Background: an optimization exercise with open tools, aiming at small area, a short achievable clock period and few clock cycles. Do not read the settings as production practice. At most, simulation tests tie the RTL to the original design; equivalence was not proved. The flow treats the clock pin as an ideal source. Dropping or thinning the clock tree relies on that and would not hold on a real chip. Power is estimated from default activity; no workload was simulated.

Setup of old:
## axi4_lite_slave_wrapper
module axi4_lite_slave_wrapper #(
  parameter int ADDR_WIDTH = 32,
  parameter int DATA_WIDTH = 32
)(
  input  logic                      aclk,
  input  logic                      aresetn,
  input  logic [ADDR_WIDTH-1:0]     s_axi_awaddr,
  input  logic [2:0]                s_axi_awprot,
  input  logic                      s_axi_awvalid,
  output logic                      s_axi_awready,
  input  logic [DATA_WIDTH-1:0]     s_axi_wdata,
  input  logic [DATA_WIDTH/8-1:0]   s_axi_wstrb,
  input  logic                      s_axi_wvalid,
  output logic                      s_axi_wready,
  output logic [1:0]                s_axi_bresp,
  output logic                      s_axi_bvalid,
  input  logic                      s_axi_bready,
  input  logic [ADDR_WIDTH-1:0]     s_axi_araddr,
  input  logic [2:0]                s_axi_arprot,
  input  logic                      s_axi_arvalid,
  output logic                      s_axi_arready,
  output logic [DATA_WIDTH-1:0]     s_axi_rdata,
  output logic [1:0]                s_axi_rresp,
  output logic                      s_axi_rvalid,
  input  logic                      s_axi_rready
);
For scale: roughly 620 cells after synthesis, about 150 I/O pins.
clock: 3.0 ns
lec_check: 0
cap_margin: 20
core_margin: 2
core_utilization: 40
setup_slack_margin: 1.5
slew_margin: 20
tns_end_percent: 0
standard.sh (not shown) runs the stock make flow with config.mk's settings and CLKGATE_MAP_FILE= SYNTH_SCRIPT=/design/flow/synth_recipe.tcl, a recipe that flattens the netlist after the stock synthesis.
==> flow/flow/run.sh <==
#!/bin/bash
# Standard ORFS layout, with buf_1 port buffers, resizing not tied to cell
# footprints, a hand-built two-level clock tree (flow/cts_pre.tcl) and
# stronger drives on high-fanout logic (flow/cts_post.tcl).
set -euo pipefail
cd "$(dirname "$0")/.."
export FLOW_CTS_LEAVES=16
export FLOW_CTS_LEAF=sky130_fd_sc_hd__clkbuf_8
export FLOW_CTS_ROOT=sky130_fd_sc_hd__clkbuf_16
bash standard.sh \
  "BUFFER_PORTS_ARGS=-buffer_cell sky130_fd_sc_hd__buf_1" \
  MATCH_CELL_FOOTPRINT=0 \
  "PRE_CTS_TCL=$(pwd)/flow/cts_pre.tcl" \
  "POST_CTS_TCL=$(pwd)/flow/cts_post.tcl" \
  finish > flow_orfs.log 2>&1
==> flow/flow/cts_post.tcl <==
# Sourced by ORFS's cts.tcl (POST_CTS_TCL) after its timing repair: gives a
# stronger drive to single-drive logic cells that fan out to four or more
# pins (the wide enables and selects), then legalises the placement again.
set my_n 0
foreach inst [get_cells *] {
  set m [get_property $inst ref_name]
  if {![regexp {^sky130_fd_sc_hd__(nand|nor|and|or|a2|a3|o2|o3|inv|buf|mux2)[a-z0-9_]*_1$} $m]} continue
  set out [get_pins -of_objects $inst -filter "direction==output"]
  set fo [llength [get_pins -of_objects [get_nets -of_objects $out] -filter "direction==input"]]
  if {$fo < 4} continue
  regsub {_1$} $m {_2} m2
  set lc [get_lib_cells -quiet */$m2]
  if {[llength $lc]} { replace_cell $inst $lc; incr my_n }
}
puts "cts_post.tcl: upsized $my_n cells"
detailed_placement
estimate_parasitics -placement
Other scripts of this flow, unchanged in this note and not shown: flow/flow/clock_tree.tcl, flow/flow/cts_pre.tcl
old went all the way through synthesis, placement and routing and the layout is clean on timing, DRC and antenna.
For new, these inputs were changed with respect to old:
Settings: swapping 1.5 for 1.6 in SETUP_SLACK_MARGIN; swapping 0 for 100 in TNS_END_PERCENT.
==> flow/flow/run.sh <==
#!/bin/bash
# Standard ORFS layout, with buf_1 port buffers, resizing not tied to cell
# footprints, and a hand-built two-level clock tree (flow/cts_pre.tcl).
set -euo pipefail
cd "$(dirname "$0")/.."
export FLOW_CTS_LEAVES=16
export FLOW_CTS_LEAF=sky130_fd_sc_hd__clkbuf_8
export FLOW_CTS_ROOT=sky130_fd_sc_hd__clkbuf_16
bash standard.sh \
  "BUFFER_PORTS_ARGS=-buffer_cell sky130_fd_sc_hd__buf_1" \
  MATCH_CELL_FOOTPRINT=0 \
  "PRE_CTS_TCL=$(pwd)/flow/cts_pre.tcl" \
  finish > flow_orfs.log 2>&1
removed: flow/flow/cts_post.tcl
==> run summary <==
- Per the final summary, new finished and its layout is clean on timing, DRC and antenna.
- Summary of new over old: maximum achievable frequency closely matched the old numbers; post-layout instance area +13%; worst-case vdd ir drop saw a decrease.
- Switching part of the total power was lower in new than in old.
- Changes observed in new relative to old: ratio of total power to cell area now smaller; largest stage delay on the critical path comparable; met2 wire length now larger; cell count now larger.
- Via count: new worse than old
Function was not checked in any run of this note: the RTL went through the layout flow alone. No run of this note takes its clock network from TritonCTS; it comes from the design's own scripts or RTL.


## the previous run
axi4_lite_slave_wrapper, a different RTL version from the one above (not shown whole).
Size in the first run: roughly 730 cells after synthesis, roughly 210 flip-flops, ~150 I/O pins, roughly 0.0085 sq mm of cells after synthesis.
Settings: LEC_CHECK=0, CAP_MARGIN=20, CORE_MARGIN=2, CORE_UTILIZATION=40, SETUP_SLACK_MARGIN=1.55, SLEW_MARGIN=20, SYNTH_HIERARCHICAL=1, TNS_END_PERCENT=0; clock period 3.0 ns.
==> flow/flow/run.sh <==
#!/bin/bash
# Standard ORFS layout, with buf_1 port buffers, resizing not tied to cell
# footprints, a hand-built clock tree (port -> 4 -> 16 buffers) (flow/cts_pre.tcl).
set -euo pipefail
cd "$(dirname "$0")/.."
export FLOW_CTS_LEAVES=16
export FLOW_CTS_LEAF=sky130_fd_sc_hd__clkbuf_8
export FLOW_CTS_MIDS=4
export FLOW_CTS_MID=sky130_fd_sc_hd__clkbuf_8
bash standard.sh \
  "BUFFER_PORTS_ARGS=-buffer_cell sky130_fd_sc_hd__buf_1" \
  MATCH_CELL_FOOTPRINT=0 \
  "PRE_CTS_TCL=$(pwd)/flow/cts_pre.tcl" \
  finish > flow_orfs.log 2>&1
Other scripts of this flow, unchanged in this note and not shown: flow/flow/clock_tree.tcl, flow/flow/cts_pre.tcl
### the previous run -> the current run
--- a/flow/flow/run.sh
+++ b/flow/flow/run.sh
@@ -2,3 +2,4 @@
 # Standard ORFS layout, with buf_1 port buffers, resizing not tied to cell
-# footprints, a hand-built clock tree (port -> 4 -> 16 buffers) (flow/cts_pre.tcl).
+# footprints, a hand-built clock tree (port -> 4 -> 16 buffers) (flow/cts_pre.tcl) and
+# buf_2 output-port buffers (flow/cts_post.tcl).
 set -euo pipefail
@@ -13,2 +14,3 @@
   "PRE_CTS_TCL=$(pwd)/flow/cts_pre.tcl" \
+  "POST_CTS_TCL=$(pwd)/flow/cts_post.tcl" \
   finish > flow_orfs.log 2>&1
==> flow/flow/cts_post.tcl (new file) <==
# Sourced by ORFS's cts.tcl (POST_CTS_TCL) after its timing repair: the
# buffers that drive the output ports get a buf_2 in place of a buf_1, then
# the placement is legalised again.
set my_n 0
foreach p [all_outputs] {
  foreach drv [get_pins -quiet -of_objects [get_nets [get_name $p]] -filter "direction==output"] {
    set inst [get_cells -of_objects $drv]
    if {[get_property $inst ref_name] eq "sky130_fd_sc_hd__buf_1"} {
      replace_cell $inst [get_lib_cells */sky130_fd_sc_hd__buf_2]
      incr my_n
    }
  }
}
puts "cts_post.tcl: upsized $my_n output buffers"
detailed_placement
estimate_parasitics -placement
Notes after the runs:
The clock skew was comparable across the previous run and the current run. Row cell-internal power: the current run higher / the previous run lower. The previous run -> the current run: largest net degree at the start of global routing delta 0, exact match. Across both runs, pin slew with the least headroom to its limit was higher for the current run than for the previous run. Number of global-route vias before repair of the current run is on par with the previous run. Looking at the previous run and the current run, the clock-pin slew of the registers on the worst-case setup and hold paths is a wash. Share of total power in sequential cells: the current run vs the previous run down 0.4 points. Wire length of the first global-routing pass: the previous run vs the current run, no meaningful difference. Between the current run and the previous run, the worst hold slack after final layout figures differ only marginally. Diff the previous run..the current run | area of the core | unchanged.
Function was not checked in any run of this note: the RTL went through the layout flow alone. In every run of this note, the design's own scripts or RTL, not TritonCTS, make the clock network.


axi4_lite_slave_wrapper, a different RTL version from the one above (not shown whole).
For scale: about 580 cells after synthesis, about 210 flip-flops, about 150 I/O pins, ~8300 µm² of cells after synthesis.
export LEC_CHECK = 0
export CAP_MARGIN = 20
export CORE_MARGIN = 2
export CORE_UTILIZATION = 60
export SETUP_SLACK_MARGIN = 1.4
export SLEW_MARGIN = 20
export TNS_END_PERCENT = 0
create_clock -name core_clock -period 3.0 [get_ports {aclk}]
==> flow/flow/run.sh <==
#!/bin/bash
# Standard ORFS layout, with buf_1 port buffers, resizing not tied to cell
# footprints, and a hand-built two-level clock tree (flow/cts_pre.tcl).
set -euo pipefail
cd "$(dirname "$0")/.."
export FLOW_CTS_LEAVES=16
export FLOW_CTS_LEAF=sky130_fd_sc_hd__clkbuf_8
export FLOW_CTS_ROOT=sky130_fd_sc_hd__clkbuf_16
bash standard.sh \
  "BUFFER_PORTS_ARGS=-buffer_cell sky130_fd_sc_hd__buf_1" \
  MATCH_CELL_FOOTPRINT=0 \
  "PRE_CTS_TCL=$(pwd)/flow/cts_pre.tcl" \
  finish > flow_orfs.log 2>&1
Other scripts of this flow, unchanged in this note and not shown: flow/flow/clock_tree.tcl, flow/flow/cts_pre.tcl
The baseline finished with timing, DRC and antenna clean.
Testbench counts at the start, summed over its fixed seeds: cycles 3,216.
Edit:
--- a/flow/config.mk
+++ b/flow/config.mk
@@ -8,6 +8,6 @@
 export CAP_MARGIN = 20
 export CORE_MARGIN = 2
-export CORE_UTILIZATION = 60
-export SETUP_SLACK_MARGIN = 1.4
+export CORE_UTILIZATION = 40
+export SETUP_SLACK_MARGIN = 1.6
 export SLEW_MARGIN = 20
 export TNS_END_PERCENT = 0
After rerunning: The new run produced a clean layout. Global-route usage is lower by 6.6 points. Design area is higher by a few percent. Via count hardly moves. Maximum frequency goes up slightly. Power goes up slightly. Cell count came out higher by roughly a tenth. Core utilization drops by 23 points. Worst setup slack improved by 0.015 ns. Clock power rises by a few percent. First-iteration DRC count shrinks by about a fifth.
In every run of this note, the design's own scripts or RTL, not TritonCTS, make the clock network.


run a:
Another version of the RTL of axi4_lite_slave_wrapper (not shown whole).
For scale: ~550 cells after synthesis, about 190 flip-flops, about 150 I/O pins, roughly 0.0081 mm2 of cells after synthesis.
==> flow/config.mk <==
export PLATFORM = sky130hd
export DESIGN_NAME = axi4_lite_slave_wrapper
export DESIGN_NICKNAME = axi4_lite_slave_wrapper
export VERILOG_FILES = /design/flow/design.v
export SDC_FILE = /design/flow/constraint.sdc
export NUM_CORES = 4
export LEC_CHECK = 0
export CAP_MARGIN = 20
export CORE_MARGIN = 2
export CORE_UTILIZATION = 40
export SETUP_SLACK_MARGIN = 0
export SLEW_MARGIN = 20
==> flow/constraint.sdc <==
create_clock -name core_clock -period 3.0 [get_ports {aclk}]
set_input_delay 0.6000 -clock core_clock [delete_from_list [all_inputs] [get_ports {aclk}]]
set_output_delay 0.6000 -clock core_clock [all_outputs]
set_load 0.01 [all_outputs]
==> flow/flow/run.sh <==
#!/bin/bash
# Standard ORFS layout, with buf_1 port buffers and resizing not tied to cell footprints.
set -euo pipefail
cd "$(dirname "$0")/.."
bash standard.sh \
  "BUFFER_PORTS_ARGS=-buffer_cell sky130_fd_sc_hd__buf_1" \
  MATCH_CELL_FOOTPRINT=0 \
  finish > flow_orfs.log 2>&1
Run a went all the way through synthesis, placement and routing and the layout is clean on timing, DRC and antenna.
Setup changes, run a to run b
# run a
export LEC_CHECK = 0
export CAP_MARGIN = 20
export CORE_MARGIN = 2
export CORE_UTILIZATION = 40
export SETUP_SLACK_MARGIN = 0
export SLEW_MARGIN = 20
create_clock -name core_clock -period 3.0 [get_ports {aclk}]
# run b
export LEC_CHECK = 0
export CAP_MARGIN = 20
export CORE_MARGIN = 2
export CORE_UTILIZATION = 40
export SETUP_SLACK_MARGIN = 1.0
export SLEW_MARGIN = 20
create_clock -name core_clock -period 3.0 [get_ports {aclk}]
==> comparison <==
STATUS power after layout: run b wins against run a. Route | run b vs run a | wire longer in run b. Of run a and run b, the run reporting the higher placer congestion estimate was run b. Final area delta (run b -> run a): insignificant. Status: maximum frequency parity (run a, run b). Compared to run a, run b has power per cell area about 2.3% lower. Going from run a to run b, critical path depth barely changed; first-iteration DRC count dropped 37. Reported for run a and run b, overall die area turned out identical to the last digit. Run b: PASS, flow complete, no timing, DRC or antenna violations. Area fraction of clock buffers and clock inverters on run b is down relative to run a.
No functional check of the RTL was part of any run of this note.

## afterwards: timing with drivers on the ports
The flow's constraints put no driver on any port. The routed layouts listed below were extracted and timed again, unchanged, in two steps. Step 1 sets driving cells, clkbuf_16 on the clock port and buf_2 on the other inputs (assumed; they add their load-dependent delay and slew). Step 2 times the ports against the registers' clock, not the clock port: input delays grow and output delays shrink by t, the midpoint of the rising clock arrivals with the driver on. Slacks: no drivers / after step 1 / after step 2; pairs: no drivers / after step 1.
run | t, ns | slack for setup (ns) | hold WS [ns] | cell pins on the clock port's net
old | 0.438 | 1.448 / 1.406 / 1.033 | 0.201 / 0.185 / 0.470 | 1
new | 0.464 | 1.448 / 1.398 / 1.079 | 0.326 / 0.302 / 0.460 | 1
the previous run | 0.384 | 1.220 / 1.263 / 0.892 | 0.288 / 0.237 / 0.471 | 4
the current run | 0.384 | 1.212 / 1.269 / 0.885 | 0.290 / 0.239 / 0.467 | 4
the first run of note 3 | 0.429 | 1.393 / 1.393 / 1.010 | 0.226 / 0.213 / 0.464 | 1
the second run of note 3 | 0.453 | 1.408 / 1.361 / 1.045 | 0.240 / 0.219 / 0.466 | 1
run a | 0.469 | 1.097 / 1.051 / 1.007 | 0.282 / 0.265 / 0.467 | 1
run b | 0.471 | 1.094 / 1.049 / 0.968 | 0.210 / 0.205 / 0.488 | 1
After both steps setup and hold are still met in every run listed. For old, which loses most, drivers alone change the setup slack by -0.042 ns; drivers and shift together by -0.415 ns.
